Context: an optimization exercise on an open-source flow, tuned for small area. The choices shown serve that exercise and are no tape-out recipe. Only simulation tests tie the RTL to the original design; equivalence was not proved. In every run shown here, the design's own scripts or RTL, not TritonCTS, make the clock network. The clock input has no modelled driver; a real chip could not lean on it and would need a root buffer or a full tree. Power figures rest on the tool's default switching activity, not on a simulated workload.

==> flow/design.v <==
module signalProcess(clk, rst, SCK, MOSI, MISO, SSEL);
input clk;
input rst;
input SCK, SSEL, MOSI;
output MISO;
reg [2:0] sck_r;
reg [1:0] ssel_r;
reg [1:0] mosi_r;
always @(posedge clk) begin
  sck_r  <= {sck_r[1:0], SCK};
  ssel_r <= {ssel_r[0], SSEL};
  mosi_r <= {mosi_r[0], MOSI};
end
wire act  = ~ssel_r[1];
wire mosi = mosi_r[1];
wire rise = act & sck_r[1] & ~sck_r[2];
reg rd;           
reg z;            
reg wpend;        
reg [5:0] pn;     
reg [5:0] d;      
reg [7:0] sr;     
reg [7:0] bf;
reg [495:0] ring;   
reg [2:0] bitcnt;
always @(posedge clk)
  if (rst | (~act & ~rd))
    bitcnt <= 3'd1;
  else if (rise)
    bitcnt <= {bitcnt[1:0], bitcnt[2] ^ bitcnt[1] ^ (bitcnt[1:0] == 2'd0)};
wire last = rise & (bitcnt == 3'd0);    
wire [7:0] sr_sh = {sr[6:0], rd ? sr[7] : mosi};
wire hit   = (d == 6'd0);
wire rswap = hit & wpend;                
wire sswap = last & ~z;                  
wire start = last & ~rd & (pn == 6'd63);   
always @(posedge clk) begin
  ring <= {ring[487:0], rswap ? bf : ring[495:488]};
  bf <= ({8{sswap}} & sr_sh) | ({8{rswap & ~sswap}} & ring[495:488]) | ({8{~sswap & ~rswap}} & bf);
  sr <= ({8{sswap}} & bf) | ({8{rise & ~sswap}} & sr_sh) | ({8{~sswap & ~rise}} & sr);
end
always @(posedge clk)
  if (rst) begin
    rd    <= 1'b0;
    z     <= 1'b0;
    wpend <= 1'b0;
    pn    <= 6'd62;
    d     <= 6'd0;
  end else begin
    if (last & ~rd)
      pn <= {pn[4:0], ~(pn[5] ^ pn[4] ^ (pn[4:0] == 5'h1f))};
    if (start)
      rd <= 1'b1;
    z     <= start | (z & ~last);
    wpend <= sswap | (wpend & ~hit);
    if (!rswap)
      d <= {d[4:0], ~(d[5] ^ d[1] ^ d[0])};    
  end
assign MISO = sr[7] & ~z;   
endmodule
==> flow/flow/run.sh <==
#!/bin/bash
# The standard layout with two changes:
#  - synthesis maps the logic with an area-oriented ABC script (flow/my_synth.tcl,
#    flow/area.abc: AIG resynthesis, then area mapping); the flip-flops are mapped as
#    in the standard synthesis;
#  - after placement, flow/tree.tcl builds a two-level inverter clock tree over
#    clusters of flip-flops (flow/cluster.py) in place of ORFS's CTS. Several cluster
#    counts are tried on the placed design; the smallest tree whose worst clock-pin
#    slew (placement estimate) is at most SLEW_PS is built.
# Each tool's output goes to its own log file here; ORFS's per-step logs stay in orfs/logs.
set -euo pipefail
export FLOW_WORK=$PWD
export FLOW_ABC_SCRIPT=$PWD/flow/area.abc
export BUFFER_PORTS_ARGS="-buffer_cell sky130_fd_sc_hd__buf_1"
SYN="SYNTH_SCRIPT=$PWD/flow/my_synth.tcl"
SLEW_PS=122
R=orfs/results/sky130hd/signalProcess/base
bash standard.sh "$SYN" place > flow_place.log 2>&1
ODB=$R/3_place.odb OUT=flops.txt openroad -no_init -exit flow/dump.tcl > dump.log 2>&1
mkdir -p trees
cands=()
for p in med box; do
  for k in 20 21 22 23 24 26; do
    cands+=("bisect $k sky130_fd_sc_hd__inv_8 sky130_fd_sc_hd__inv_12 2 $p")
  done
done
i=0
for c in "${cands[@]}"; do
  (
    python3 flow/cluster.py flops.txt $c > trees/plan$i.txt 2> trees/cluster$i.log
    ODB=$R/3_place.odb SDC=$R/3_place.sdc PLAN=trees/plan$i.txt \
      openroad -no_init -exit flow/tree.tcl > trees/tree$i.log 2>&1
  ) &
  i=$((i + 1))
  if (( i % 4 == 0 )); then wait; fi
done
wait
best=$(for j in $(seq 0 $((i - 1))); do
  awk -v j=$j -v lim=$SLEW_PS '/^TREE area/ { if ($5 <= lim) print $3, j }' trees/tree$j.log
done | sort -n | head -1 | cut -d' ' -f2)
best=${best:-5}   # none within SLEW_PS: the most leaves
echo "chosen plan $best: $(cat trees/cluster$best.log) $(grep '^TREE' trees/tree$best.log)" > tree_choice.log
ODB=$R/3_place.odb SDC=$R/3_place.sdc PLAN=trees/plan$best.txt OUTODB=$R/4_1_cts.odb OUTSDC=$R/4_cts.sdc \
  openroad -no_init -exit flow/tree.tcl > tree.log 2>&1
bash standard.sh "$SYN" finish > flow_finish.log 2>&1
==> flow/flow/area.abc <==
strash
&get -n
&deepsyn -T 20 -S 3
&put
dch -f
amap
==> flow/flow/cluster.py <==
"""Clock tree plan: flip-flops split into K clusters, a leaf inverter at each
cluster's median point, the leaves split into nroot groups each driven by a root
inverter on clk.

usage: cluster.py flops.txt METHOD K LEAF_MASTER ROOT_MASTER NROOT [PLACE] > plan.txt
METHOD is bisect (recursive bisection into near-equal clusters) or kmeans
(k-means with clusters capped at ceil(N/K) flip-flops). PLACE puts each leaf at
its cluster's median point (med, the default) or bounding-box centre (box).
"""
import math
import random
import sys

lines = [l.split() for l in open(sys.argv[1])]
method, K = sys.argv[2], int(sys.argv[3])
leafm, rootm, nroot = sys.argv[4], sys.argv[5], int(sys.argv[6])
place = sys.argv[7] if len(sys.argv) > 7 else "med"
pts = [(int(f[2]), int(f[3]), f[0]) for f in lines if f[0] != "DIE"]
N = len(pts)


def med(p):
    return (sorted(q[0] for q in p)[len(p) // 2], sorted(q[1] for q in p)[len(p) // 2])


def bisect(p, k):
    if k == 1:
        return [p]
    xs = [q[0] for q in p]
    ys = [q[1] for q in p]
    ax = 0 if max(xs) - min(xs) >= max(ys) - min(ys) else 1
    p = sorted(p, key=lambda q: (q[ax], q[1 - ax]))
    k1 = k // 2
    n1 = round(len(p) * k1 / k)
    return bisect(p[:n1], k1) + bisect(p[n1:], k - k1)


def kmeans(p, k):
    cap = math.ceil(len(p) / k)
    random.seed(1)
    cent = [p[random.randrange(len(p))][:2]]
    while len(cent) < k:
        d = [min((q[0] - c[0]) ** 2 + (q[1] - c[1]) ** 2 for c in cent) for q in p]
        r = random.random() * sum(d)
        a = 0
        for i, x in enumerate(d):
            a += x
            if a >= r:
                cent.append(p[i][:2])
                break
    for _ in range(60):
        pairs = sorted((abs(q[0] - c[0]) + abs(q[1] - c[1]), i, j)
                       for i, q in enumerate(p) for j, c in enumerate(cent))
        asg = [-1] * len(p)
        cnt = [0] * k
        for _, i, j in pairs:
            if asg[i] < 0 and cnt[j] < cap:
                asg[i] = j
                cnt[j] += 1
        cl = [[p[i] for i in range(len(p)) if asg[i] == j] for j in range(k)]
        new = [med(c) if c else cent[j] for j, c in enumerate(cl)]
        if new == cent:
            break
        cent = new
    return [c for c in cl if c]


cl = bisect(pts, K) if method == "bisect" else kmeans(pts, K)


def box(p):
    return ((min(q[0] for q in p) + max(q[0] for q in p)) // 2,
            (min(q[1] for q in p) + max(q[1] for q in p)) // 2)


cent = [box(c) if place == "box" else med(c) for c in cl]
groups = bisect([(c[0], c[1], j) for j, c in enumerate(cent)], nroot)
parent = {}
for r, g in enumerate(groups):
    x, y = med(g)
    print(f"ROOT root{r} {x} {y} {rootm}")
    for q in g:
        parent[q[2]] = r
for j, c in enumerate(cent):
    print(f"LEAF leaf{j} {c[0]} {c[1]} {leafm} root{parent[j]}")
for j, c in enumerate(cl):
    for q in c:
        print(f"SINK leaf{j} {q[2]}")
rad = max(max(abs(q[0] - cent[j][0]) + abs(q[1] - cent[j][1]) for q in c) for j, c in enumerate(cl))
print(f"# {method} {place} K={len(cl)} sizes {min(map(len, cl))}-{max(map(len, cl))} max radius {rad / 1000} um",
      file=sys.stderr)
==> flow/flow/dump.tcl <==
set P $::env(FLOW_HOME)/platforms/sky130hd
read_lef $P/lef/sky130_fd_sc_hd.tlef
read_lef $P/lef/sky130_fd_sc_hd_merged.lef
read_db $::env(ODB)
set block [ord::get_db_block]
set f [open $::env(OUT) w]
set die [$block getDieArea]
puts $f "DIE [$die xMin] [$die yMin] [$die xMax] [$die yMax]"
foreach it [[$block findNet clk] getITerms] {
  set inst [$it getInst]
  set bb [$inst getBBox]
  puts $f "[$inst getName] [$it getMTerm] [expr {([$bb xMin]+[$bb xMax])/2}] [expr {([$bb yMin]+[$bb yMax])/2}] [[$inst getMaster] getName]"
}
close $f
==> flow/flow/my_synth.tcl <==
# The standard flow's synthesis script (synth_recipe.tcl, in the work folder), with ABC's
# technology mapping run by flow/area.abc (an area-oriented mapping) in place of
# ORFS's speed script. Flip-flops are mapped before ABC runs, so they are the same.
proc abc {args} {
  set i [lsearch -exact $args -script]
  if {$i >= 0} { lset args [expr {$i + 1}] $::env(FLOW_ABC_SCRIPT) }
  puts "abc with script $::env(FLOW_ABC_SCRIPT)"
  yosys abc {*}$args
}
source $::env(FLOW_WORK)/synth_recipe.tcl
==> flow/flow/tree.tcl <==
# Clock tree in place of ORFS's CTS step: root inverters on clk, each driving
# leaf inverters placed at the centres of flip-flop clusters (plan from cluster.py),
# so every flip-flop sees clk through two inversions. Reports the tree's cell area
# and the worst flip-flop clock-pin slew (placement parasitics); with OUTODB and
# OUTSDC set, writes 4_1_cts.odb and 4_cts.sdc.
set P $::env(FLOW_HOME)/platforms/sky130hd
read_lef $P/lef/sky130_fd_sc_hd.tlef
read_lef $P/lef/sky130_fd_sc_hd_merged.lef
read_liberty $P/lib/sky130_fd_sc_hd__tt_025C_1v80.lib
read_db $::env(ODB)
read_sdc $::env(SDC)
source $P/setRC.tcl
set db [ord::get_db]
set block [ord::get_db_block]
set clknet [$block findNet clk]
proc core_area {block} {
  set a 0
  foreach inst [$block getInsts] {
    set m [$inst getMaster]
    if {[$m getType] eq "CORE"} { set a [expr {$a + [$m getWidth] * [$m getHeight]}] }
  }
  return $a
}
set area0 [core_area $block]
set f [open $::env(PLAN)]
while {[gets $f line] >= 0} {
  if {[string index $line 0] eq "#"} continue
  set w [split $line " "]
  switch [lindex $w 0] {
    ROOT - LEAF {
      lassign $w kind name x y m parent
      set inst [odb::dbInst_create $block [$db findMaster $m] $name]
      $inst setLocation $x $y
      $inst setPlacementStatus PLACED
      if {$kind eq "ROOT"} { [$inst findITerm A] connect $clknet } else { [$inst findITerm A] connect $nets($parent) }
      set n [odb::dbNet_create $block "clknet_${name}"]
      $n setSigType CLOCK
      [$inst findITerm Y] connect $n
      set nets($name) $n
    }
    SINK {
      lassign $w _ leaf iname
      set it [[$block findInst $iname] findITerm CLK]
      $it disconnect
      $it connect $nets($leaf)
    }
  }
}
close $f
detailed_placement
check_placement -verbose
set_propagated_clock [all_clocks]
estimate_parasitics -placement
set worst 0
foreach pin [get_pins -hierarchical */CLK] {
  foreach e {rise fall} {
    foreach a {min max} { set worst [expr {max($worst, [get_property $pin slew_${a}_$e])}] }
  }
}
set dbu [$block getDbUnitsPerMicron]
puts "TREE area [expr {([core_area $block] - $area0) / double($dbu * $dbu)}] slew_ps [expr {$worst * 1000}]"
report_clock_skew
report_check_types -max_slew -max_capacitance -violators
report_worst_slack -min
report_worst_slack -max
if {[info exists ::env(OUTODB)]} {
  write_db $::env(OUTODB)
  write_sdc -no_timestamp $::env(OUTSDC)
}
==> flow/standard.sh <==
#!/bin/bash
# synth_recipe.tcl (not shown) runs the flow's synth.tcl, then flattens the netlist and writes it again
# the make line also repeats each setting of config.mk as NAME=value (left out here)
make -C /OpenROAD-flow-scripts/flow DESIGN_CONFIG=/design/flow/config.mk WORK_HOME=/design/flow/orfs CLKGATE_MAP_FILE= SYNTH_SCRIPT=/design/flow/synth_recipe.tcl "${@:-finish}"
==> flow/config.mk <==
export PLATFORM = sky130hd
export DESIGN_NAME = signalProcess
export DESIGN_NICKNAME = signalProcess
export VERILOG_FILES = /design/flow/design.v
export SDC_FILE = /design/flow/constraint.sdc
export NUM_CORES = 4
export LEC_CHECK = 0
export CAP_MARGIN = 20
export CORE_MARGIN = 2
export CORE_UTILIZATION = 70
export SLEW_MARGIN = 20
==> flow/constraint.sdc <==
create_clock -name core_clock -period 10.0 [get_ports {clk}]
set_input_delay 2.0000 -clock core_clock [delete_from_list [all_inputs] [get_ports {clk}]]
set_output_delay 2.0000 -clock core_clock [all_outputs]
set_load 0.01 [all_outputs]
==> metrics.md, run 1 <==
| Metric | Value |
|---|---|
| Status | no timing/DRC/antenna violations |
| Worst-margin pin slew | 732 ps |
| Largest family of logic cells by synthesized area | compound AO/OA/AOI/OAI gates |
| Max Cap Viol | 0 |
| Max-slew headroom | 0.512 |
| Static leakage | 4.66 nW |
| Post-detail-place hpwl | 6220 um |
| Max frequency | 311 MHz |
| Die Ht | 131 um |
| R2r setup slk | 6790 ps |
| First DRT Iteration DRCs | 260 |
| Synth warnings | 1 |
| Layout Cells excl Fill | 876 |
| Mapped Cells | 633 |
| Largest net degree at the start of global routing | 28 |
| DRT Pass-1 Iters | 5 |
| Final Hold Viols | 0 |
| Area share of fa/ha/maj cells after synthesis | 0.00110 |
| Most common cell after layout, fill and taps aside | dfxtp_1 |
| Post-synthesis mux area share | 0 |
| Die ar. | 17,300 um^2 |
| End point of the critical path | bf[4] |
| WL per Instance | 13.0 um |
| Total power | 0.00289 W |
| Vias in the first global route | 3,948 |
| Rows | 46 |
| IO buf count | 5 |
| Antenna cell count | 0 |
| Worst Setup End Kind | flop |
| Clock-pin slew on the worst setup and hold paths | 120 ps |
| Via count | 4,024 |
| RSZ-0062 raised after global routing | no |
| Distinct cell type count after synthesis | 22 |
| Sequential cell area fraction in the yosys report | 0.946 |
| Routed met2 length | 4370 um |
| CP Launch Point | sck_r[1] |
| #FFs+latches synth | 537 |
| Fin Setup TNS | 0 ps |
| CP max FO | 20 |
| Core Area | 15,900 um^2 |
| Met3 routed WL | 449 um |
| Final setup skew | 10.9 ps |
| Synthesized cell area | 11,400 um^2 |
| Worst r2r dst | bf[4] |
| Die W | 131 um |
| Area Overhead vs Synth | 4.84% |
| Fin. max-slew vios | 0 |
| First-pass GRT wire length | 19,700 um |
| Syn nets | 639 |
| Fin crit period | 3210 ps |
| Routed wire length | 11,400 um |
| Gpl congestion | 0.758 |
| R2R depth | 8 |
| Overall routing resource usage | 0.135 |
| Share of layout cells above drive strength 1 | 0.0348 |
| Final ANT Viol Nets | 0 |
| Compound-Gate Fraction of Synth Area | 0.0319 |
| Synth Area per Inst | 17.9 um^2 |
| Top layer in use | met4 |
| Final #Nets | 668 |
| Power Density | 242 nW/um^2 |
| Final setup viols | 0 |
| Worst-skew pair later-pin latency | 210 ps |
| Simple-Gate Fraction of Synth Area | 0.0132 |
| Total gr overflow | 0 |
| Vias/cell | 4.59 |
| Kind of critical path | reg -> reg |
| RR Startpoint | sck_r[1] |
| Final core utilization | 0.750 |
| DRC | 0 |
| VDD IR max | 0.000159 V |
| DRT met1 WL | 6280 um |
| WP data arrival | 3300 ps |
| Startpoint Class | flop |
| Fin crit share | 0.321 |
| Starting Density | 0.715 |
| Xor-xnor portion of the synthesized cell area | 0 |
| Cells after DPL | 854 |
| CP required | 10,090 ps |
| Antenna violations before repair | 0 |
| Worst hold path type | reg -> reg |
| Commonest cells after routing, fill and taps aside | dfxtp_1 (537), clkinv_1 (22), inv_8 (20) |
| I/O pin count | 6 |
[report_power, final]
part           switching (W)  internal (W)
clock network       0.000610     0.0000847
logic              0.0000106     0.0000101
registers          0.0000121       0.00216
total               0.000632       0.00226
[kinds of logic (layout without fill, tap and decap cells)]
group	count (synthesis)	count (layout)
DFF	537	537
AOI/OAI and AO/OA	43	43
and+or+nand+nor	30	30
buffers and inverters	22	49
adders and majority gates	1	1
[how the worst min path moves through the flow]
stage                         start         to  slack, ps  cells past startpoint
after floorplan           mosi_r[0]  mosi_r[1]        310                      0
after global placement    ring[175]  ring[183]        310                      0
after detailed placement  ring[161]  ring[169]        310                      0
after global routing       ring[12]   ring[20]        330                      0
final                     ring[440]  ring[448]        330                      0
[per-stage QoR]
step	cell area [um^2]	hold slack (ps)	worst slack [ps]
2_1_floorplan	11400	310	7140
3_3_place_gp	11600	310	6760
3_5_place_dp	11600	312	6520
5_1_grt	11900	334	6330
6_report	11900	328	6790
[cell usage after synthesis (all sizes together)]
cell / instances / area [um^2]
nor3b: 2 / 15.0
o22ai: 2 / 12.5
a22oi: 2 / 15.0
o21ai: 3 / 15.0
a211oi: 2 / 15.0
clkinv: 22 / 82.6
o22a: 13 / 114
ha: 1 / 12.5
a31o: 1 / 8.76
nand3: 2 / 10.0
nand4: 2 / 12.5
or3: 1 / 6.26
a222oi: 14 / 140
dfxtp: 537 / 10800
a21oi: 3 / 15.0
nor4: 1 / 6.26
nand2: 2 / 7.51
nor2: 12 / 45.0
nor3: 2 / 10.0
o21bai: 1 / 7.51
nor2b: 6 / 37.5
a221o: 2 / 20.0
[flip-flops by register name, summed over array words and instances, names as in the netlist, 2 cells and up]
signal / count
pn: 6
sr: 8
bitcnt: 3
mosi_r: 2
ssel_r: 2
ring: 496
sck_r: 3
bf: 8
d: 6
[worst max-delay path, cell delays in order (launching register included)]
cell and delay [ps]:
dfxtp_1 350, nor3b_1 250, clkinv_1 370, o21ai_0 380, nand3_1 250, nor2_2 630, nor2_1 290, a222oi_1 430
clkinv_1 140
[routing by layer]
metal	track usage	vias to the layer above
li1	-	2076
met1	0.231	1861
met2	0.184	63
met3	0.0201	24
met4	0.0278	0
met5	0	-
[cell type report]
type / count / area, um^2
sequential: 537 / 10800
timing repair buffer: 5 / 18.8
fill: 932 / 3980
tap: 216 / 270
multi-input combinational: 74 / 528
inverter: 44 / 340
==> inputs of run 2 (changes only) <==
==> flow/design.v (replaced) <==
module signalProcess(clk, rst, SCK, MOSI, MISO, SSEL);
input clk;
input rst;
input SCK, SSEL, MOSI;
output MISO;
reg [2:0] sck_r;
reg [1:0] ssel_r;
reg [1:0] mosi_r;
always @(posedge clk) begin
  sck_r  <= {sck_r[1:0], SCK};
  ssel_r <= {ssel_r[0], SSEL};
  mosi_r <= {mosi_r[0], MOSI};
end
wire act  = ~ssel_r[1];
wire mosi = mosi_r[1];
wire rise = act & sck_r[1] & ~sck_r[2];
reg [2:0] bitcnt;
always @(posedge clk)
  if (rst | ~act)
    bitcnt <= 3'd1;
  else if (rise)
    bitcnt <= {bitcnt[1:0], bitcnt[2] ^ bitcnt[1] ^ (bitcnt[1:0] == 2'd0)};
wire last = rise & (bitcnt == 3'd0);    
reg rd;           
reg wpend;        
reg ld;           
reg [5:0] ptr;    
reg [5:0] d;      
reg [7:0] sr;     
reg [7:0] bf;
reg [511:0] ring;   
wire d_low = (d[4:0] == 5'd0);
wire hit  = d_low & ~d[5];         
wire ins  = hit & wpend;
wire step = rd ? last : ins;     
wire p_low = (ptr[4:0] == 5'd0);
wire [5:0] ptr_n = step ? {ptr[4:0], ptr[5] ^ ptr[4] ^ p_low} : ptr;   
wire recv = last & ~rd;
wire recv_last = recv & (ptr_n == 6'd0);    
always @(posedge clk) begin
  ring <= {ring[503:0], ins ? bf : ring[511:504]};
  if (!step)
    d <= {d[4:0], d[5] ^ d[4] ^ d_low};    
  if (recv)
    bf <= {sr[6:0], mosi};
  else if (hit)
    bf <= ring[503:496];
  if (ld)
    sr <= bf;
  else if (recv_last)
    sr <= 8'h00;                        
  else if (rise)
    sr <= {sr[6:0], mosi & ~rd};
end
always @(posedge clk)
  if (rst) begin
    rd    <= 1'b0;
    wpend <= 1'b0;
    ld    <= 1'b0;
    ptr   <= 6'd1;
  end else begin
    ptr <= ptr_n;
    if (recv_last)
      rd <= 1'b1;
    wpend <= recv | (wpend & ~hit);
    ld    <= last & rd;
  end
assign MISO = sr[7];   
endmodule
--- a/flow/flow/run.sh
+++ b/flow/flow/run.sh
@@ -1,8 +1,7 @@
 #!/bin/bash
 # The standard layout with two changes:
 #  - synthesis maps the logic with an area-oriented ABC script (flow/my_synth.tcl,
-#    flow/area.abc: AIG resynthesis, then area mapping); the flip-flops are mapped as
-#    in the standard synthesis;
+#    flow/area.abc); the flip-flops are mapped as in the standard synthesis;
 #  - after placement, flow/tree.tcl builds a two-level inverter clock tree over
 #    clusters of flip-flops (flow/cluster.py) in place of ORFS's CTS. Several cluster
 #    counts are tried on the placed design; the smallest tree whose worst clock-pin
@@ -13,7 +12,7 @@
 export FLOW_ABC_SCRIPT=$PWD/flow/area.abc
 export BUFFER_PORTS_ARGS="-buffer_cell sky130_fd_sc_hd__buf_1"
 SYN="SYNTH_SCRIPT=$PWD/flow/my_synth.tcl"
-SLEW_PS=122
+SLEW_PS=123.5
 R=orfs/results/sky130hd/signalProcess/base
 bash standard.sh "$SYN" place > flow_place.log 2>&1
 ODB=$R/3_place.odb OUT=flops.txt openroad -no_init -exit flow/dump.tcl > dump.log 2>&1
==> flow/flow/area.abc (replaced) <==
strash
dch -f
amap
==> metrics.md, run 2 <==
| Metric | Value |
|---|---|
| Fin crit share | 0.458 |
| Synthesized cell area | 11,800 um^2 |
| Max Cap Viol | 0 |
| Share of layout cells above drive strength 1 | 0.0348 |
| Synth Area per Inst | 18.6 um^2 |
| GRT busiest layer | met1 |
| Met2 Use GR | 0.217 |
| Worst path cell trace | nor4_1 > nand3_1 > o21ai_0 > clkinv_1 > o22ai_1 > nand3_1 > nor4b_1 > clkinv_1 > a32o_1 |
| Overall routing resource usage | 0.143 |
| Largest net degree at the start of global routing | 28 |
| Post-detail-place hpwl | 7060 um |
| Die Ht | 134 um |
| Synth area leaders | dfxtp_1 (90%), edfxtp_1 (5.6%), o22a_1 (1.3%) |
| Worst-skew pair later-pin latency | 230 ps |
| First-pass GRT wire length | 20,800 um |
| Worst-margin pin slew | 782 ps |
| Syn nets | 638 |
| VDD IR max | 0.000198 V |
| Most flop-heavy register | ring |
| Vias in the first global route | 4,131 |
| Synth area leader | dfxtp_1 |
| DRT Pass-1 Iters | 4 |
| WP data arrival | 4560 ps |
| Static leakage | 4.78 nW |
| Mapped Cells | 633 |
| Distinct cell type count after synthesis | 17 |
| Worst path slowest cell | o21ai_0 |
| Final #Nets | 668 |
| Crit path buffers/inverters | 2 |
| Global routing usage on met1 | 0.226 |
| Final setup viols | 0 |
| Total gr overflow | 0 |
| Final setup skew | 15.7 ps |
| Fin Setup TNS | 0 ps |
| Most common cell after layout, fill and taps aside | dfxtp_1 |
| Antenna cell count | 0 |
| Core Area | 16,500 um^2 |
| Number of flops mapped to enable cells by yosys | 22 |
| Final Hold Viols | 0 |
| Die ar. | 17,900 um^2 |
| Die W | 134 um |
| Reg area | 11,300 um^2 |
| WL per Instance | 14.4 um |
| CP required | 9980 ps |
| Post-synth top area share | 0.903 |
| #FFs+latches synth | 553 |
| Rows | 47 |
| DRC | 0 |
| Gpl congestion | 0.688 |
| Clock-pin slew on the worst setup and hold paths | 120 ps |
| Max FFs per register | 512 |
| I/O pin count | 6 |
| Via count | 4,044 |
| First DRT Iteration DRCs | 198 |
| RSZ-0062 raised after global routing | no |
| Final ANT Viol Nets | 0 |
| Total power | 0.00300 W |
| Max frequency | 218 MHz |
| CP max FO | 12 |
| Commonest cells after routing, fill and taps aside | dfxtp_1 (531), edfxtp_1 (22), inv_8 (21) |
| Kind of critical path | reg -> reg |
| Largest stage delay on the critical path | 760 ps |
| Final hold slack | 328 ps |
| Worst Setup End Kind | flop |
| Area Overhead vs Synth | 4.78% |
| FILL cells | 953 |
| Fin crit period | 4580 ps |
| Biggest regs | ring: 512 flops, bf: 8 flops, sr: 8 flops |
| Synth top cells by count | dfxtp_1 (531), edfxtp_1 (22), nor2_1 (17), o22a_1 (17) |
| Sequential cell area fraction in the yosys report | 0.959 |
| Area of the multi-input gates | 460 um^2 |
| Share of async-settable or async-resettable flops after synthesis | 0 |
| CP delay by family, top | simple AND/OR/NAND/NOR gates |
| Starting Density | 0.713 |
| Top-count cell post-synth | dfxtp_1 |
| Startpoint Class | flop |
| Antenna violations before repair | 0 |
| Met3 Use GR | 0.0217 |
| Routed wire length | 12,700 um |
| IO buf count | 5 |
| Status | no timing/DRC/antenna violations |
| Final core utilization | 0.747 |
| Max-slew headroom | 0.477 |
| Vias/cell | 4.59 |
| Worst hold path type | reg -> reg |
| Power Density | 243 nW/um^2 |
| Synth Flop Type | dfxtp_1 |
| Fin. max-slew vios | 0 |
| Synth warnings | 1 |
## run 2: report_power, final
part	leakage, nW	internal [W]	switching, W
logic	0.154	0.00000527	0.0000109
clock network	0.142	0.0000879	0.000640
registers	4.48	0.00224	0.0000119
total	4.78	0.00233	0.000663
## run 2: worst register-to-register path, stage by stage (launching register included)
cell and delay, ps:
edfxtp_1 410, nor4_1 450, nand3_1 470, o21ai_0 760, clkinv_1 560, o22ai_1 390
nand3_1 110, nor4b_1 490, clkinv_1 350, a32o_1 350
## run 2: metrics by stage
step           worst slack, ps  area, um^2  instances
6_report                  5420       12300        881
5_1_grt                   4850       12300        881
3_5_place_dp              5500       12100        858
2_1_floorplan             6440       11800        633
3_3_place_gp              5880       12100        858
## run 2: area by class of cell
type,instances,area share
inverter,30,0.0239
multi-input combinational,73,0.0373
sequential,553,0.915
tap,220,0.0223
timing repair buffer,5,0.00152
## run 2: kinds of logic after synthesis
family,count (synthesis),share of synthesized area
AOI/OAI and AO/OA,39,0.0263
buffers and inverters,7,0.00223
DFF,553,0.959
and+or+nand+nor,34,0.0127
## run 2: per-layer routing
layer	wire length, um	share of wire
met4	218	0.017
met1	6830	0.54
met3	413	0.033
met5	0	0
met2	5190	0.41
## run 2: final timing paths
kind         startpoint       end  slack (ps)  cells past startpoint
min            ring[37]  ring[45]         330                      0
max                d[0]     sr[2]        5420                      9
max reg2reg        d[0]     sr[2]        5420                      9
min reg2reg    ring[37]  ring[45]         330                      0
==> inputs of run 3 (changes only) <==
--- a/flow/flow/run.sh
+++ b/flow/flow/run.sh
@@ -1,7 +1,8 @@
 #!/bin/bash
 # The standard layout with two changes:
 #  - synthesis maps the logic with an area-oriented ABC script (flow/my_synth.tcl,
-#    flow/area.abc); the flip-flops are mapped as in the standard synthesis;
+#    flow/area.abc: AIG resynthesis, then area mapping); the flip-flops are mapped as
+#    in the standard synthesis;
 #  - after placement, flow/tree.tcl builds a two-level inverter clock tree over
 #    clusters of flip-flops (flow/cluster.py) in place of ORFS's CTS. Several cluster
 #    counts are tried on the placed design; the smallest tree whose worst clock-pin
@@ -12,7 +13,7 @@
 export FLOW_ABC_SCRIPT=$PWD/flow/area.abc
 export BUFFER_PORTS_ARGS="-buffer_cell sky130_fd_sc_hd__buf_1"
 SYN="SYNTH_SCRIPT=$PWD/flow/my_synth.tcl"
-SLEW_PS=123.5
+SLEW_PS=122
 R=orfs/results/sky130hd/signalProcess/base
 bash standard.sh "$SYN" place > flow_place.log 2>&1
 ODB=$R/3_place.odb OUT=flops.txt openroad -no_init -exit flow/dump.tcl > dump.log 2>&1
==> flow/flow/area.abc (replaced) <==
strash
&get -n
&deepsyn -T 20 -S 2
&put
dch -f
amap
==> metrics.md, run 3 <==
| Metric | Value |
|---|---|
| Worst-skew pair later-pin latency | 230 ps |
| Overall routing resource usage | 0.136 |
| Final core utilization | 0.748 |
| Synthesized cell area | 11,800 um^2 |
| Final #Nets | 669 |
| RSZ-0062 raised after global routing | no |
| Sequential cell area fraction in the yosys report | 0.959 |
| Die W | 134 um |
| Worst-margin pin slew | 754 ps |
| Final hold slack | 329 ps |
| Fin Setup TNS | 0 ps |
| Max Cap Viol | 0 |
| Final Hold Viols | 0 |
| Vias in the first global route | 4,017 |
| Largest net degree at the start of global routing | 27 |
| CP max FO | 8 |
| Largest stage delay on the critical path | 460 ps |
| Post-detail-place hpwl | 6320 um |
| Xor-xnor portion of the synthesized cell area | 0 |
| Biggest regs | ring: 512 flops, bf: 8 flops, sr: 8 flops |
| Distinct cell type count after synthesis | 22 |
| Static leakage | 4.79 nW |
| Total gr overflow | 0 |
| Fin crit share | 0.333 |
| Setup WS pre-CTS | 6670 ps |
| Synth warnings | 1 |
| WL per Instance | 13.5 um |
| Share of layout cells above drive strength 1 | 0.0363 |
| Top-count cell post-synth | dfxtp_1 |
| Clock-pin slew on the worst setup and hold paths | 120 ps |
| #FFs+latches synth | 553 |
| Max-slew headroom | 0.494 |
| Starting Density | 0.713 |
| Startpoint Class | flop |
| Synth area leader | dfxtp_1 |
| CP Launch Point | sck_r[1] |
| Compound-Gate Fraction of Synth Area | 0.0272 |
| Worst path cell trace | nor2b_1 > clkinv_1 > o21ai_0 > nand2_1 > or3_1 > nand2b_1 > o21ai_0 > clkinv_1 > a221oi_1 > nor2_1 > a22o_1 |
| CP required | 9990 ps |
| Max FFs per register | 512 |
| Core Area | 16,500 um^2 |
| First DRT Iteration DRCs | 304 |
| Kind of critical path | reg -> reg |
| Synth top cells by count | dfxtp_1 (531), edfxtp_1 (22), o22a_1 (17) |
| Total power | 0.00303 W |
| VDD IR max | 0.000172 V |
| Die Ht | 134 um |
| Area Overhead vs Synth | 4.88% |
| Worst path slowest cell | a221oi_1 |
| Commonest cells after routing, fill and taps aside | dfxtp_1 (531), edfxtp_1 (22), inv_8 (22) |
| Via count | 4,030 |
| Synth area leaders | dfxtp_1 (90%), edfxtp_1 (5.6%), o22a_1 (1.3%) |
| Most flop-heavy register | ring |
| Max frequency | 300 MHz |
| Status | no timing/DRC/antenna violations |
| DRC | 0 |
| Synth Area per Inst | 18.6 um^2 |
| WP data arrival | 3320 ps |
| Syn nets | 638 |
| Number of flops mapped to enable cells by yosys | 22 |
| Final ANT Viol Nets | 0 |
| Share of async-settable or async-resettable flops after synthesis | 0 |
| Hold_sp | ring[1] |
| Fin. max-slew vios | 0 |
| Worst Setup End Kind | flop |
| Vias/cell | 4.57 |
| Post-synth top area share | 0.902 |
| I/O pin count | 6 |
| Final worst slack | 6670 ps |
| First-pass GRT wire length | 20,100 um |
| Power Density | 245 nW/um^2 |
| IO buf count | 5 |
| Fin crit period | 3330 ps |
| Most common cell after layout, fill and taps aside | dfxtp_1 |
| Gpl congestion | 0.724 |
| Post-synthesis mux area share | 0 |
| RR Startpoint | sck_r[1] |
| Largest family of logic cells by synthesized area | compound AO/OA/AOI/OAI gates |
| Rows | 47 |
| Synth Flop Type | dfxtp_1 |
| Antenna violations before repair | 0 |
| DRT Pass-1 Iters | 4 |
| Routed wire length | 11,900 um |
| Simple-Gate Fraction of Synth Area | 0.00945 |
| Worst hold path type | reg -> reg |
| Final setup viols | 0 |
| Mapped Cells | 633 |
| Antenna cell count | 0 |
| Final setup skew | 12.2 ps |
| Die ar. | 17,900 um^2 |
| Area share of fa/ha/maj cells after synthesis | 0 |
==> run 3: cell count changes after synthesis, sizes merged, moves of 2 or more <==
cell	previous run	this run
a22o	0	7
a32o	8	1
clkinv	7	15
nand2	8	6
nand3	3	1
nor2	17	8
nor3	0	2
or3	0	2
==> run 3: per-stage QoR <==
stage	area [um^2]	std cells
global route	12400	882
finish	12400	882
detailed placement	12100	858
floorplan	11800	633
global placement	12100	858
==> run 3: where the power goes <==
part           total (W)  switching, W  internal, W
combinational  0.0000229     0.0000157   0.00000715
sequential       0.00228     0.0000170      0.00226
clock           0.000731      0.000641    0.0000901
total            0.00303      0.000674      0.00236
==> run 3: kinds of logic (layout without fill, tap and decap cells) <==
group / after synthesis / count (layout)
simple gates: 24 / 24
flops: 553 / 553
buf+inv: 15 / 44
compound gates: 41 / 41
==> run 3: worst max-delay path, delay by kind of cell (launching register included) <==
kind            cells  cell delay (ps)
flops               1              340
simple gates        5             1030
buf+inv             2              540
compound gates      4             1180
==> run 3: final cells by class <==
type	instances	area [um^2]
inverters	39	337
repair buffers	5	18.8
multi-input cells	65	432
well taps	220	275
fillers	961	4170
flip-flops and latches	553	11300
==> run 3: worst paths after layout <==
path	end	slack [ps]	depth (start not counted)
setup / recovery	sr[1]	6670	11
hold / removal	ring[9]	330	0
setup reg to reg	sr[1]	6670	11
hold reg to reg	ring[9]	330	0
==> run 3: per-layer routing <==
| metal | track usage | routed length [um] | vias to the layer above |
|---|---|---|---|
| met3 | 0.0164 | 393 | 30 |
| li1 | - | - | 2078 |
| met1 | 0.230 | 6500 | 1860 |
| met5 | 0 | 0 | - |
| met2 | 0.186 | 4580 | 62 |
| met4 | 0.0431 | 453 | 0 |
==> inputs of run 4 (changes only) <==
--- a/flow/flow/run.sh
+++ b/flow/flow/run.sh
@@ -1,8 +1,7 @@
 #!/bin/bash
 # The standard layout with two changes:
 #  - synthesis maps the logic with an area-oriented ABC script (flow/my_synth.tcl,
-#    flow/area.abc: AIG resynthesis, then area mapping); the flip-flops are mapped as
-#    in the standard synthesis;
+#    flow/area.abc); the flip-flops are mapped as in the standard synthesis;
 #  - after placement, flow/tree.tcl builds a two-level inverter clock tree over
 #    clusters of flip-flops (flow/cluster.py) in place of ORFS's CTS. Several cluster
 #    counts are tried on the placed design; the smallest tree whose worst clock-pin
@@ -13,15 +12,15 @@
 export FLOW_ABC_SCRIPT=$PWD/flow/area.abc
 export BUFFER_PORTS_ARGS="-buffer_cell sky130_fd_sc_hd__buf_1"
 SYN="SYNTH_SCRIPT=$PWD/flow/my_synth.tcl"
-SLEW_PS=122
+SLEW_PS=120
 R=orfs/results/sky130hd/signalProcess/base
 bash standard.sh "$SYN" place > flow_place.log 2>&1
 ODB=$R/3_place.odb OUT=flops.txt openroad -no_init -exit flow/dump.tcl > dump.log 2>&1
 mkdir -p trees
 cands=()
-for p in med box; do
+for m in bisect kmeans; do
   for k in 20 21 22 23 24 26; do
-    cands+=("bisect $k sky130_fd_sc_hd__inv_8 sky130_fd_sc_hd__inv_12 2 $p")
+    cands+=("$m $k sky130_fd_sc_hd__inv_8 sky130_fd_sc_hd__inv_12 2")
   done
 done
 i=0
@@ -38,7 +37,6 @@
 best=$(for j in $(seq 0 $((i - 1))); do
   awk -v j=$j -v lim=$SLEW_PS '/^TREE area/ { if ($5 <= lim) print $3, j }' trees/tree$j.log
 done | sort -n | head -1 | cut -d' ' -f2)
-best=${best:-5}   # none within SLEW_PS: the most leaves
 echo "chosen plan $best: $(cat trees/cluster$best.log) $(grep '^TREE' trees/tree$best.log)" > tree_choice.log
 ODB=$R/3_place.odb SDC=$R/3_place.sdc PLAN=trees/plan$best.txt OUTODB=$R/4_1_cts.odb OUTSDC=$R/4_cts.sdc \
   openroad -no_init -exit flow/tree.tcl > tree.log 2>&1
==> flow/flow/area.abc (replaced) <==
strash
dch -f
amap
--- a/flow/flow/cluster.py
+++ b/flow/flow/cluster.py
@@ -2,10 +2,9 @@
 cluster's median point, the leaves split into nroot groups each driven by a root
 inverter on clk.
 
-usage: cluster.py flops.txt METHOD K LEAF_MASTER ROOT_MASTER NROOT [PLACE] > plan.txt
+usage: cluster.py flops.txt METHOD K LEAF_MASTER ROOT_MASTER NROOT > plan.txt
 METHOD is bisect (recursive bisection into near-equal clusters) or kmeans
-(k-means with clusters capped at ceil(N/K) flip-flops). PLACE puts each leaf at
-its cluster's median point (med, the default) or bounding-box centre (box).
+(k-means with clusters capped at ceil(N/K) flip-flops).
 """
 import math
 import random
@@ -14,7 +13,6 @@
 lines = [l.split() for l in open(sys.argv[1])]
 method, K = sys.argv[2], int(sys.argv[3])
 leafm, rootm, nroot = sys.argv[4], sys.argv[5], int(sys.argv[6])
-place = sys.argv[7] if len(sys.argv) > 7 else "med"
 pts = [(int(f[2]), int(f[3]), f[0]) for f in lines if f[0] != "DIE"]
 N = len(pts)
 
@@ -66,14 +64,7 @@
 
 
 cl = bisect(pts, K) if method == "bisect" else kmeans(pts, K)
-
-
-def box(p):
-    return ((min(q[0] for q in p) + max(q[0] for q in p)) // 2,
-            (min(q[1] for q in p) + max(q[1] for q in p)) // 2)
-
-
-cent = [box(c) if place == "box" else med(c) for c in cl]
+cent = [med(c) for c in cl]
 groups = bisect([(c[0], c[1], j) for j, c in enumerate(cent)], nroot)
 parent = {}
 for r, g in enumerate(groups):
@@ -87,5 +78,5 @@
     for q in c:
         print(f"SINK leaf{j} {q[2]}")
 rad = max(max(abs(q[0] - cent[j][0]) + abs(q[1] - cent[j][1]) for q in c) for j, c in enumerate(cl))
-print(f"# {method} {place} K={len(cl)} sizes {min(map(len, cl))}-{max(map(len, cl))} max radius {rad / 1000} um",
+print(f"# {method} K={len(cl)} sizes {min(map(len, cl))}-{max(map(len, cl))} max radius {rad / 1000} um",
       file=sys.stderr)
--- a/flow/config.mk
+++ b/flow/config.mk
@@ -7,5 +7,5 @@
 export LEC_CHECK = 0
 export CAP_MARGIN = 20
 export CORE_MARGIN = 2
-export CORE_UTILIZATION = 70
+export CORE_UTILIZATION = 60
 export SLEW_MARGIN = 20
==> metrics.md, run 4 <==
| Metric | Value |
|---|---|
| Clock-pin slew on the worst setup and hold paths | 110 ps |
| Power Density | 242 nW/um^2 |
| CP Launch Point | d[0] |
| RR Startpoint | d[0] |
| Post-detail-place hpwl | 5930 um |
| Final Hold Viols | 0 |
| Worst-margin pin slew | 813 ps |
| Rows | 51 |
| Fin crit share | 0.444 |
| Mapped Cells | 633 |
| R2R depth | 9 |
| Worst-skew pair later-pin latency | 230 ps |
| Largest net degree at the start of global routing | 26 |
| DP Area | 12,100 um^2 |
| Synth area leaders | dfxtp_1 (90%), edfxtp_1 (5.6%), o22a_1 (1.3%) |
| Static leakage | 4.79 nW |
| Area Overhead vs Synth | 5.45% |
| Via count | 4,041 |
| Gpl congestion | 0.724 |
| Worst Setup End Kind | flop |
| Most common cell after layout, fill and taps aside | dfxtp_1 |
| Fin. max-slew vios | 0 |
| Synth warnings | 1 |
| Final ANT Viol Nets | 0 |
| Synth Flop Type | dfxtp_1 |
| First DRT Iteration DRCs | 143 |
| Max-slew headroom | 0.456 |
| Synth area leader | dfxtp_1 |
| Vias in the first global route | 3,833 |
| Distinct cell type count after synthesis | 17 |
| Starting Density | 0.609 |
| Die ar. | 20,800 um^2 |
| WL per Instance | 12.3 um |
| Most flop-heavy register | ring |
| VDD IR max | 0.000167 V |
| Max FFs per register | 512 |
| Final setup skew | 17.2 ps |
| Die Ht | 144 um |
| Worst path cell trace | nor4_1 > nand3_1 > o21ai_0 > clkinv_1 > o22ai_1 > nand3_1 > nor4b_1 > clkinv_1 > a32o_1 |
| Reg area | 11,300 um^2 |
| Max Cap Viol | 0 |
| DRT Pass-1 Iters | 4 |
| DRC | 0 |
| Vias/cell | 4.35 |
| Worst hold path type | reg -> reg |
| FILL cells | 1,418 |
| Top-count cell post-synth | dfxtp_1 |
| CP required | 9990 ps |
| R2r setup slk | 5560 ps |
| I/O pin count | 6 |
| Startpoint Class | flop |
| Synth Area per Inst | 18.6 um^2 |
| Post-synth top area share | 0.903 |
| Routed wire length | 11,400 um |
| Largest stage delay on the critical path | 760 ps |
| Fin Setup TNS | 0 ps |
| Design area | 12,400 um^2 |
| #FFs+latches synth | 553 |
| Share of layout cells above drive strength 1 | 0.0377 |
| Fin crit period | 4440 ps |
| Kind of critical path | reg -> reg |
| Status | no timing/DRC/antenna violations |
| Antenna cell count | 0 |
| First-pass GRT wire length | 18,700 um |
| Die W | 144 um |
| Worst r2r dst | sr[4] |
| Commonest cells after routing, fill and taps aside | dfxtp_1 (531), inv_8 (23), edfxtp_1 (22) |
| Final setup viols | 0 |
| Synthesized cell area | 11,800 um^2 |
| Antenna violations before repair | 0 |
| Final #Nets | 670 |
| Max frequency | 225 MHz |
| Share of async-settable or async-resettable flops after synthesis | 0 |
| WP data arrival | 4430 ps |
| CP max FO | 12 |
| IO buf count | 5 |
| Biggest regs | ring: 512 flops, bf: 8 flops, sr: 8 flops |
| Sequential cell area fraction in the yosys report | 0.959 |
| Synth top cells by count | dfxtp_1 (531), edfxtp_1 (22), nor2_1 (17), o22a_1 (17) |
| Number of flops mapped to enable cells by yosys | 22 |
| RSZ-0062 raised after global routing | no |
| End point of the critical path | sr[4] |
| Area of the multi-input gates | 460 um^2 |
| Core Area | 19,300 um^2 |
| Total gr overflow | 0 |
| Worst path slowest cell | o21ai_0 |
| Overall routing resource usage | 0.109 |
| Syn nets | 638 |
[run 4: cell types whose count changed after synthesis, sizes merged, moves of 7 or more]
| cell | previous run | this run |
|---|---|---|
| a32o | 1 | 8 |
| nor2 | 8 | 17 |
| a22o | 7 | 0 |
| clkinv | 15 | 7 |
[run 4: kinds of logic (layout without fill, tap and decap cells)]
logic type / count (synthesis) / in the layout / synth area share
DFF: 553 / 553 / 0.959
AOI/OAI and AO/OA: 39 / 39 / 0.0263
and+or+nand+nor: 34 / 34 / 0.0127
buffers and inverters: 7 / 37 / 0.00223
[run 4: where the power goes]
group | total [W] | leakage [nW] | switching, W | internal (W)
clock | 0.000734 | 0.154 | 0.000641 | 0.0000929
combinational | 0.0000153 | 0.154 | 0.0000101 | 0.00000526
sequential | 0.00225 | 4.48 | 0.0000113 | 0.00224
[run 4: area by class of cell]
class | instances | area share
inverter | 32 | 0.0256
multi-input combinational | 73 | 0.0371
sequential | 553 | 0.909
tap | 265 | 0.0267
timing repair buffer | 5 | 0.00151
[run 4: metal layers]
metal / track usage / routed length, um / vias to the layer above
li1: - / - / 2090
met1: 0.178 / 6390 / 1888
met2: 0.152 / 4330 / 40
met3: 0.0172 / 457 / 23
met4: 0.0284 / 257 / 0
met5: 0 / 0 / -
[run 4: per-stage QoR]
stage	hold slack (ps)	instances	worst slack (ps)	util	total power (W)
floorplan	310	633	6440	-	0.00231
global route	334	928	4980	0.642	0.00312
global placement	312	903	5780	0.627	0.00232
detailed placement	312	903	5520	0.627	0.00232
finish	323	928	5560	0.642	0.00300
[run 4: worst min-delay path by stage]
stage	from	end	slack, ps	cells after the start
2_1_floorplan	mosi_r[0]	mosi_r[1]	310	0
5_1_grt	ring[267]	ring[275]	330	0
3_5_place_dp	ring[169]	ring[177]	310	0
6_report	ring[178]	ring[186]	320	0
3_3_place_gp	ring[298]	ring[306]	310	0
[run 4: worst max-delay path: cells and delay by family (launching register included)]
family | cells | cell delay (ps)
flops | 1 | 410
simple gates | 4 | 1450
compound gates | 3 | 1470
buf+inv | 2 | 890
==> inputs of run 5 (changes only) <==
--- a/flow/config.mk
+++ b/flow/config.mk
@@ -7,5 +7,5 @@
 export LEC_CHECK = 0
 export CAP_MARGIN = 20
 export CORE_MARGIN = 2
-export CORE_UTILIZATION = 60
+export CORE_UTILIZATION = 70
 export SLEW_MARGIN = 20
==> metrics.md, run 5 <==
| Metric | Value |
|---|---|
| Fin. max-slew vios | 0 |
| Total gr overflow | 0 |
| Layout Cells excl Fill | 883 |
| Max frequency | 221 MHz |
| Most common cell after layout, fill and taps aside | dfxtp_1 |
| RSZ-0062 raised after global routing | no |
| Final Hold Viols | 0 |
| Max Cap Viol | 0 |
| Area Overhead vs Synth | 4.97% |
| Fin crit period | 4530 ps |
| WL per Instance | 14.2 um |
| Clock-pin slew on the worst setup and hold paths | 110 ps |
| Commonest cells after routing, fill and taps aside | dfxtp_1 (531), inv_8 (23), edfxtp_1 (22) |
| Synth area leaders | dfxtp_1 (90%), edfxtp_1 (5.6%), o22a_1 (1.3%) |
| Synthesized cell area | 11,800 um^2 |
| Worst hold path type | reg -> reg |
| CP required | 9980 ps |
| Starting Density | 0.713 |
| First DRT Iteration DRCs | 134 |
| Max FFs per register | 512 |
| Cell depth of the worst hold path | 0 |
| Startpoint Class | flop |
| Overall routing resource usage | 0.142 |
| R2r setup slk | 5470 ps |
| Die Ht | 134 um |
| Distinct cell type count after synthesis | 17 |
| Kind of critical path | reg -> reg |
| Routed wire length | 12,500 um |
| Die W | 134 um |
| R2R depth | 9 |
| Sequential cell area fraction in the yosys report | 0.959 |
| Static leakage | 4.79 nW |
| Final hold slack | 328 ps |
| Share of layout cells above drive strength 1 | 0.0377 |
| Post-synth top area share | 0.903 |
| Via count | 4,044 |
| DRC | 0 |
| WP data arrival | 4520 ps |
| Vias in the first global route | 4,136 |
| Power Density | 243 nW/um^2 |
| Fin Setup TNS | 0 ps |
| Die ar. | 17,900 um^2 |
| Status | no timing/DRC/antenna violations |
| Rows | 47 |
| Vias/cell | 4.58 |
| Fin crit share | 0.453 |
| Worst-margin pin slew | 776 ps |
| Final setup skew | 13.8 ps |
| #FFs+latches synth | 553 |
| First-pass GRT wire length | 20,600 um |
| Synth top cells by count | dfxtp_1 (531), edfxtp_1 (22), nor2_1 (17), o22a_1 (17) |
| Worst Setup End Kind | flop |
| Mapped Cells | 633 |
| Biggest regs | ring: 512 flops, bf: 8 flops, sr: 8 flops |
| Syn nets | 638 |
| Cells after DPL | 858 |
| Worst-skew pair later-pin latency | 220 ps |
| VDD IR max | 0.000160 V |
| IO buf count | 5 |
| Antenna violations before repair | 0 |
| Final ANT Viol Nets | 0 |
| Final setup viols | 0 |
| CP max FO | 12 |
| Final core utilization | 0.748 |
| Synth Area per Inst | 18.6 um^2 |
| Synth Flop Type | dfxtp_1 |
| Core Area | 16,500 um^2 |
| Synth warnings | 1 |
| Antenna cell count | 0 |
| Final #Nets | 670 |
| I/O pin count | 6 |
| Max-slew headroom | 0.481 |
| Most flop-heavy register | ring |
| Post-detail-place hpwl | 7060 um |
| Gpl congestion | 0.688 |
| Top-count cell post-synth | dfxtp_1 |
| DRT Pass-1 Iters | 4 |
| Share of async-settable or async-resettable flops after synthesis | 0 |
| Largest net degree at the start of global routing | 26 |
| Synth area leader | dfxtp_1 |
| Number of flops mapped to enable cells by yosys | 22 |
run 5: logic make-up after synthesis:
family	synth area share
flip-flops	0.959
AO/OA/AOI/OAI	0.0263
AND/OR/NAND/NOR	0.0127
buffers and inverters	0.00223
run 5: critical path: stages, from the launching register on:
cell and delay [ps]:
edfxtp_1 410, nor4_1 450, nand3_1 460, o21ai_0 740, clkinv_1 550, o22ai_1 380, nand3_1 110, nor4b_1 490
clkinv_1 350, a32o_1 350
run 5: final cells by class:
cell class                      count  area [um^2]
Timing Repair Buffer                5         18.8
Inverter                           32          318
Fill cell                         942         4160
Tap cell                          220          275
Multi-Input combinational cell     73          460
Sequential cell                   553        11300
run 5: per-layer routing:
| metal | track usage | part of all wire | up-vias |
|---|---|---|---|
| li1 | - | - | 2092 |
| met1 | 0.224 | 0.53 | 1871 |
| met2 | 0.212 | 0.41 | 54 |
| met3 | 0.0186 | 0.034 | 27 |
| met4 | 0.0361 | 0.024 | 0 |
| met5 | 0 | 0 | - |
run 5: worst paths after layout:
path | start | endpoint
worst min register to register | ring[285] | ring[293]
worst min-delay path | ring[285] | ring[293]
worst max register to register | d[0] | sr[7]
worst max-delay path | d[0] | sr[7]
run 5: power by group:
group,internal [W],total [W],switching [W]
logic,0.00000527,0.0000160,0.0000108
registers,0.00224,0.00225,0.0000118
clock network,0.0000929,0.000740,0.000647
run 5: through the flow:
step	setup slack (ps)	instance area, um^2	total power [W]
after floorplan	6440	11800	0.00231
final	5470	12400	0.00301
after global placement	5880	12100	0.00232
after detailed placement	5500	12100	0.00232
after global routing	4880	12400	0.00311

[re-timing with driven ports]
No port has a modelled driver above. Below, the same layouts with a new extraction and two added sets of constraints. Step 1 assumes that a clkbuf_16 drives the clock port and a buf_2 every other input. Step 2 adds t to the input delays and takes it off the output delays; t is the mean of the earliest and latest rising clock arrival at the registers after step 1. Input paths then give back, and output paths get back, about the clock's delay inside the block. a / b / c = ideal ports / drivers / drivers and shift; a / b = the first two.
run | shift t [ns] | setup WS [ns] | hold slack, ns | worst slew at a driven data input, ns | cell pins on the clock port's net
run 1 | 0.307 | 6.786 / 6.786 / 6.786 | 0.328 / 0.328 / 0.328 | 0.03 | 2
run 2 | 0.312 | 5.419 / 5.419 / 5.419 | 0.328 / 0.328 / 0.328 | 0.03 | 2
run 3 | 0.323 | 6.667 / 6.667 / 6.667 | 0.329 / 0.329 / 0.329 | 0.03 | 2
run 4 | 0.316 | 5.565 / 5.565 / 5.565 | 0.323 / 0.324 / 0.324 | 0.03 | 2
run 5 | 0.320 | 5.468 / 5.468 / 5.468 | 0.328 / 0.328 / 0.328 | 0.03 | 2
After both steps every run listed still meets setup and hold.
